This is an optimization exercise on Yosys and OpenROAD, whose aim is small area and a short achievable clock period, not a production implementation.
At most, simulation tests tie the RTL to the original design; equivalence was not proved.

==> run A <==
==> flow/design.v <==
module adder(input [15:0] A, input [15:0] B, input sub, output [16:0] S);
    wire [16:0] c;
    assign c[0] = sub;
    genvar k;
    generate
        for (k = 0; k < 16; k = k + 1) begin : fa
            wire b = B[k] ^ sub;
            assign S[k]   = A[k] ^ b ^ c[k];
            assign c[k+1] = (A[k] & b) | (A[k] & c[k]) | (b & c[k]);
        end
    endgenerate
    assign S[16] = c[16];
endmodule
module multiplier(input [15:0] A, input [15:0] B, output [31:0] P);
    wire [31:0] S [0:15];
    wire [32:0] C [0:15];
    genvar i, j, k;
    generate
        for (k = 0; k < 32; k = k + 1) begin : r0
            if (k < 16) begin : in
                assign S[0][k] = A[k] & B[0];
            end else begin : out
                assign S[0][k] = 1'b0;
            end
        end
        assign C[0] = 33'd0;
        for (j = 1; j < 16; j = j + 1) begin : row
            for (k = 0; k < 33; k = k + 1) begin : col
                if (k < 32 && (k < j || k > j + 15)) begin : pass
                    assign S[j][k] = S[j-1][k];
                end
                if (k <= j || k > j + 16) begin : pc
                    assign C[j][k] = (k <= j) ? 1'b0 : C[j-1][k];
                end
                if (k >= j && k <= j + 15) begin : add
                    wire a = A[k-j] & B[j];
                    wire b = S[j-1][k];
                    wire c = C[j-1][k];
                    assign S[j][k]   = a ^ b ^ c;
                    assign C[j][k+1] = (a & b) | (a & c) | (b & c);
                end
            end
        end
        wire [16:0] rc;
        assign rc[0] = 1'b0;
        for (k = 0; k < 16; k = k + 1) begin : fin
            assign P[k] = S[15][k];
            wire a = S[15][k+16];
            wire b = C[15][k+16];
            assign P[k+16] = a ^ b ^ rc[k];
            assign rc[k+1] = (a & b) | (a & rc[k]) | (b & rc[k]);
        end
    endgenerate
endmodule
module dividor(
    input  [15:0] A,
    input  [15:0] B,
    output [15:0] Q,
    output [15:0] R
);
    wire [15:0] r [0:16];
    assign r[16] = A;
    genvar i, j;
    generate
        for (i = 15; i >= 0; i = i - 1) begin : row
            localparam W = 16 - i;
            wire [W-1:0] x = r[i+1][15:i];
            wire [W:0]   d = {1'b0, x} - {1'b0, B[W-1:0]};
            wire hz;
            if (i == 0) begin : g0
                assign hz = 1'b1;
            end else begin : gn
                assign hz = ~|B[15:W];
            end
            assign Q[i] = hz & ~d[W];
            for (j = 0; j < 16; j = j + 1) begin : col
                if (j < i) begin : lo
                    assign r[i][j] = r[i+1][j];
                end else begin : hi
                    assign r[i][j] = Q[i] ? d[j-i] : r[i+1][j];
                end
            end
        end
    endgenerate
    assign R = r[0];
endmodule
`timescale 1ns / 1ps
module Verticle_Partition_ALU(
input [15:0] A, B,
input [2:0] op,
input clk,
input reset,
output reg [31:0] sol
    );
    wire        sub = (op == 3'b001);
    wire [16:0] as; adder u_add(.A(A), .B(B), .sub(sub), .S(as));
    wire        shl = (op == 3'b100);
    wire        shr = (op == 3'b011);
    wire [3:0]  sa  = shr ? (4'd0 - B[3:0]) : B[3:0];
    wire [15:0] mb  = (shl | shr) ? (16'd1 << sa) : B;
    wire [31:0] p; multiplier u_mul(.A(A), .B(mb), .P(p));
    wire [31:0] shl_res = (|B[15:5]) ? 32'd0 : (B[4] ? {p[15:0], 16'd0} : p);
    wire [15:0] shr_res = (|B[15:4]) ? 16'd0 : ((B[3:0] == 4'd0) ? A : p[31:16]);
    wire [15:0] q, r;
    dividor u_div (.A(A), .B(B), .Q(q), .R(r));
    wire        nz = |B;
    always @(posedge clk) begin
        if (reset)
            sol <= 32'b0;
        else begin
            case (op)
                3'b000: sol <= {15'd0, as};
                3'b001: sol <= {{16{~as[16]}}, as[15:0]};
                3'b010: sol <= p;
                3'b011: sol <= {16'd0, shr_res};
                3'b100: sol <= shl_res;
                3'b101: sol <= {16'd0, nz ? r : 16'd0};
                3'b110: sol <= {16'd0, nz ? q : 16'd0};
                3'b111: sol <= {16'd0, A & B};
            endcase
        end
    end
endmodule
==> flow/run.sh <==
#!/bin/bash
# synth_recipe.tcl (not shown) runs the flow's synth.tcl, then flattens the netlist and writes it again
# the make line also repeats each setting of config.mk as NAME=value (left out here)
make -C /OpenROAD-flow-scripts/flow DESIGN_CONFIG=/design/flow/config.mk WORK_HOME=/design/flow/orfs CLKGATE_MAP_FILE= SYNTH_SCRIPT=/design/flow/synth_recipe.tcl finish
==> flow/config.mk <==
export PLATFORM = sky130hd
export DESIGN_NAME = Verticle_Partition_ALU
export DESIGN_NICKNAME = Verticle_Partition_ALU
export VERILOG_FILES = /design/flow/design.v
export SDC_FILE = /design/flow/constraint.sdc
export NUM_CORES = 4
export LEC_CHECK = 0
export CAP_MARGIN = 20
export CORE_MARGIN = 2
export CORE_UTILIZATION = 40
export SLEW_MARGIN = 80
==> flow/constraint.sdc <==
create_clock -name core_clock -period 110.0 [get_ports {clk}]
set_input_delay 22.0000 -clock core_clock [delete_from_list [all_inputs] [get_ports {clk}]]
set_output_delay 22.0000 -clock core_clock [all_outputs]
set_load 0.01 [all_outputs]
==> run X (differences from run A) <==
==> flow/design.v, changed modules only <==
module adder(
    input  [15:0] A,
    input  [15:0] B,
    output [31:0] Result
);
    assign Result = A + B;
endmodule
module subtractor(
    input  [15:0] A,
    input  [15:0] B,
    output [31:0] Result
);
    assign Result = A - B;
endmodule
module multiplier(
    input  [15:0] A,
    input  [15:0] B,
    output [31:0] Result
);
    assign Result = A * B;
endmodule
module dividor(
    input  [15:0] A,
    input  [15:0] B,
    output [31:0] Result
);
    assign Result = (B != 0) ? A / B : 32'b0;   
endmodule
module modolu(
    input  [15:0] A,
    input  [15:0] B,
    output [31:0] Result
);
    assign Result = (B != 0) ? A % B : 32'b0;   
endmodule
module andoperation(
    input  [15:0] A,
    input  [15:0] B,
    output [31:0] Result
);
    assign Result = A & B;
endmodule
module leftshift(
    input  [15:0] A,
    input  [15:0] B,
    output [31:0] Result
);
    assign Result = A << B;
endmodule
module rightshift(
    input  [15:0] A,
    input  [15:0] B,
    output [31:0] Result
);
    assign Result = A >> B;
endmodule
module Verticle_Partition_ALU(
input [15:0] A, B,
input [2:0] op, 
input clk, 
input reset, 
output reg [31:0] sol 
    );
    wire [31:0] add_result;
    wire [31:0] sub_result;
    wire [31:0] mul_result;
    wire [31:0] div_result;
    wire [31:0] mod_result;
    wire [31:0] and_result;
    wire [31:0] lshift_result;
    wire [31:0] rshift_result;
    adder       u_adder      (.A(A), .B(B), .Result(add_result));
    subtractor  u_subtractor (.A(A), .B(B), .Result(sub_result));
    multiplier  u_multiplier (.A(A), .B(B), .Result(mul_result));
    dividor     u_dividor    (.A(A), .B(B), .Result(div_result));
    modolu      u_modolu     (.A(A), .B(B), .Result(mod_result));
    andoperation u_and       (.A(A), .B(B), .Result(and_result));
    leftshift   u_leftshift  (.A(A), .B(B), .Result(lshift_result));
    rightshift  u_rightshift (.A(A), .B(B), .Result(rshift_result));
 reg [31:0] temp_sol; 
    always @(posedge clk)
    begin 
    if(reset) 
        begin 
        sol <= 32'b0;
        end 
     else begin 
     case(op)
        3'b000: sol <= add_result;
        3'b001: sol <= sub_result;
        3'b010: sol <= mul_result;
        3'b011: sol <= rshift_result;
        3'b100: sol <= lshift_result;
        3'b101: sol <= mod_result;
        3'b110: sol <= div_result;
        3'b111: sol <= and_result;
        default: sol <= 32'b0;
     endcase
     end 
     end 
endmodule
--- a/flow/config.mk
+++ b/flow/config.mk
@@ -10,2 +10,2 @@
 export CORE_UTILIZATION = 40
-export SLEW_MARGIN = 80
+export SLEW_MARGIN = 20
==> summary of the runs <==
In flip-flop and latch count, run X and run A do not differ. Against run X, the utilization of run A is higher by 3.6 points. Sequential share of layout area: run A is higher than run X (1.5 points). Between run X and run A, the lower die area is in run A (gap 110%, measured against run A). Between run X and run A, the lower setup slack is in run X (gap 49 ns). Count of clock-buffer cells in the layout is the same in run X and run A. Routed wire length: run X is larger than run A (about 120%). Synthesized area: run X is higher than run A (110%).
The RTL of run A was laid out without a check of its function.

========
==> run Z: inputs <==
// Verticle_Partition_ALU: RTL as listed in full above, without the edits since
==> flow/config.mk <==
export PLATFORM = sky130hd
export DESIGN_NAME = Verticle_Partition_ALU
export DESIGN_NICKNAME = Verticle_Partition_ALU
export VERILOG_FILES = /design/flow/design.v
export SDC_FILE = /design/flow/constraint.sdc
export NUM_CORES = 4
export LEC_CHECK = 0
export CAP_MARGIN = 20
export CORE_MARGIN = 2
export CORE_UTILIZATION = 40
export SLEW_MARGIN = 20
==> flow/constraint.sdc <==
create_clock -name core_clock -period 110.0 [get_ports {clk}]
set_input_delay 22.0000 -clock core_clock [delete_from_list [all_inputs] [get_ports {clk}]]
set_output_delay 22.0000 -clock core_clock [all_outputs]
set_load 0.01 [all_outputs]
standard.sh (not shown) runs the stock make flow with config.mk's settings and CLKGATE_MAP_FILE= SYNTH_SCRIPT=/design/flow/synth_recipe.tcl, a recipe that flattens the netlist after the stock synthesis.
==> flow/flow/run.sh <==
#!/bin/bash
# Standard layout (the standard.sh), with repair_timing aiming for
# 60 ns of setup slack instead of 0, so that it sizes the critical paths.
set -e
bash standard.sh SETUP_SLACK_MARGIN=60 finish > standard.log 2>&1
==> run P: changes against run Z <==
==> flow/design.v (replaced) <==
module dividor(
    input  [15:0] A,
    input  [15:0] B,
    output [15:0] Q,
    output [15:0] R
);
    wire [15:0] r [0:16];
    assign r[16] = A;
    genvar i, j;
    generate
        for (i = 15; i >= 0; i = i - 1) begin : row
            localparam W = 16 - i;
            wire [W-1:0] x = r[i+1][15:i];
            wire [W:0]   d = {1'b0, x} - {1'b0, B[W-1:0]};
            wire hz;
            if (i == 0) begin : g0
                assign hz = 1'b1;
            end else begin : gn
                assign hz = ~|B[15:W];
            end
            assign Q[i] = hz & ~d[W];
            for (j = 0; j < 16; j = j + 1) begin : col
                if (j < i) begin : lo
                    assign r[i][j] = r[i+1][j];
                end else begin : hi
                    assign r[i][j] = Q[i] ? d[j-i] : r[i+1][j];
                end
            end
        end
    endgenerate
    assign R = r[0];
endmodule
`timescale 1ns / 1ps
module Verticle_Partition_ALU(
input [15:0] A, B,
input [2:0] op,
input clk,
input reset,
output reg [31:0] sol
    );
    wire        sub = (op == 3'b001);
    wire [16:0] as  = {1'b0, A} + {1'b0, B ^ {16{sub}}} + {16'd0, sub};
    wire        shl = (op == 3'b100);
    wire        shr = (op == 3'b011);
    wire [3:0]  sa  = shr ? (4'd0 - B[3:0]) : B[3:0];
    wire [15:0] mb  = (shl | shr) ? (16'd1 << sa) : B;
    wire [31:0] p   = A * mb;
    wire [31:0] shl_res = (|B[15:5]) ? 32'd0 : (B[4] ? {p[15:0], 16'd0} : p);
    wire [15:0] shr_res = (|B[15:4]) ? 16'd0 : ((B[3:0] == 4'd0) ? A : p[31:16]);
    wire [15:0] q, r;
    dividor u_div (.A(A), .B(B), .Q(q), .R(r));
    wire        nz = |B;
    always @(posedge clk) begin
        if (reset)
            sol <= 32'b0;
        else begin
            case (op)
                3'b000: sol <= {15'd0, as};
                3'b001: sol <= {{16{~as[16]}}, as[15:0]};
                3'b010: sol <= p;
                3'b011: sol <= {16'd0, shr_res};
                3'b100: sol <= shl_res;
                3'b101: sol <= {16'd0, nz ? r : 16'd0};
                3'b110: sol <= {16'd0, nz ? q : 16'd0};
                3'b111: sol <= {16'd0, A & B};
            endcase
        end
    end
endmodule
==> flow/run.sh (new file) <==
#!/bin/bash
# synth_recipe.tcl (not shown) runs the flow's synth.tcl, then flattens the netlist and writes it again
# the make line also repeats each setting of config.mk as NAME=value (left out here)
make -C /OpenROAD-flow-scripts/flow DESIGN_CONFIG=/design/flow/config.mk WORK_HOME=/design/flow/orfs CLKGATE_MAP_FILE= SYNTH_SCRIPT=/design/flow/synth_recipe.tcl finish
removed: flow/flow/run.sh
removed: flow/standard.sh
==> run F: changes against run Z <==
==> flow/flow/run.sh (replaced) <==
#!/bin/bash
# Standard layout (the standard.sh), with repair_timing aiming for
# 75 ns of setup slack instead of 0, so that it sizes the critical paths.
set -e
bash standard.sh SETUP_SLACK_MARGIN=75 finish > standard.log 2>&1
==> run notes <==
- First-iteration DRC count: run Z < run F < run P.
- Global-route usage, lowest first: run Z, run P, run F.
- Of run P and run F, run P has the higher synthesized area (gap about 14%, measured against run F).
- Worst hold slack: run P > run Z > run F.
- Run F finished with timing, DRC and antenna clean. Run Z finished clean. Run P passed the timing, DRC and antenna checks.
- Fmax, lowest first: run P, run Z, run F.
- Of run F and run P, run P has the higher cell count (gap 7.3%, measured against run P).
- The lowest via count belongs to run Z, the highest to run P.
- The lowest non-clock buffer count belongs to run P, the highest to run F.
==> figures <==
quantity	run P	run F	run Z
Hold Startpoint	reset	B[4]	A[0]
Result of the run	complete, no violations	complete, no violations	complete, no violations
Min-Delay Endpoint	sol[8]	sol[16]	sol[0]
Worst setup endpoint	sol[12]	sol[14]	sol[1]
Detailed Route Iter0 Violations	2120	1393	1160
Placed instance area	20900 um^2	18900 um^2	18400 um^2
Met3 Resource Use GR	4.68%	4.07%	2.35%
Pre-antenna DRT Iters	6	5	7
Number of fill cells	4917	3683	4140
Number of clock buffers in the layout	5	6	5
Number of placed instances with taps included	3204	2667	2678
Library cell contributing the largest single delay on the critical path	sky130_fd_sc_hd__or4_1	sky130_fd_sc_hd__or4_4	sky130_fd_sc_hd__clkdlybuf4s50_1
Relative slew slack	30.2%	23.6%	26.4%
Worst Path Buf+Inv	7	47	7
Final cell count without fillers	3212	2976	2750
Worst setup margin	54.56 ns	63.55 ns	60.98 ns
No functional check of the RTL was part of run Z and run F.

==> afterwards: timing with drivers on the ports <==
No port has a modelled driver above. Below, the same layouts with a new extraction and two added sets of constraints. Step 1 sets driving cells, clkbuf_16 on the clock port and buf_2 on the other inputs (assumed; they add their load-dependent delay and slew). Step 2 times the ports against the registers' clock, not the clock port: input delays grow and output delays shrink by t, the midpoint of the rising clock arrivals with the driver on. Slacks: ideal ports / drivers / drivers and shift; pairs: ideal ports / drivers.
| run | t (ns) | setup WS [ns] | worst data-port slew with drivers (ns) |
|---|---|---|---|
| run A | 0.323 | 53.412 / 53.418 / 53.095 | 0.09 |
| run X | 0.326 | 4.083 / 4.102 / 3.776 | 0.06 |
| run Z | 0.317 | 60.980 / 60.936 / 60.619 | 0.09 |
| run P | 0.332 | 54.557 / 54.578 / 54.247 | 0.07 |
| run F | 0.331 | 63.546 / 63.485 / 63.155 | 0.12 |
After both steps every run listed still meets setup and hold. The setup slack of run F, which loses most, moves by -0.061 ns with the drivers and by -0.391 ns with both steps.
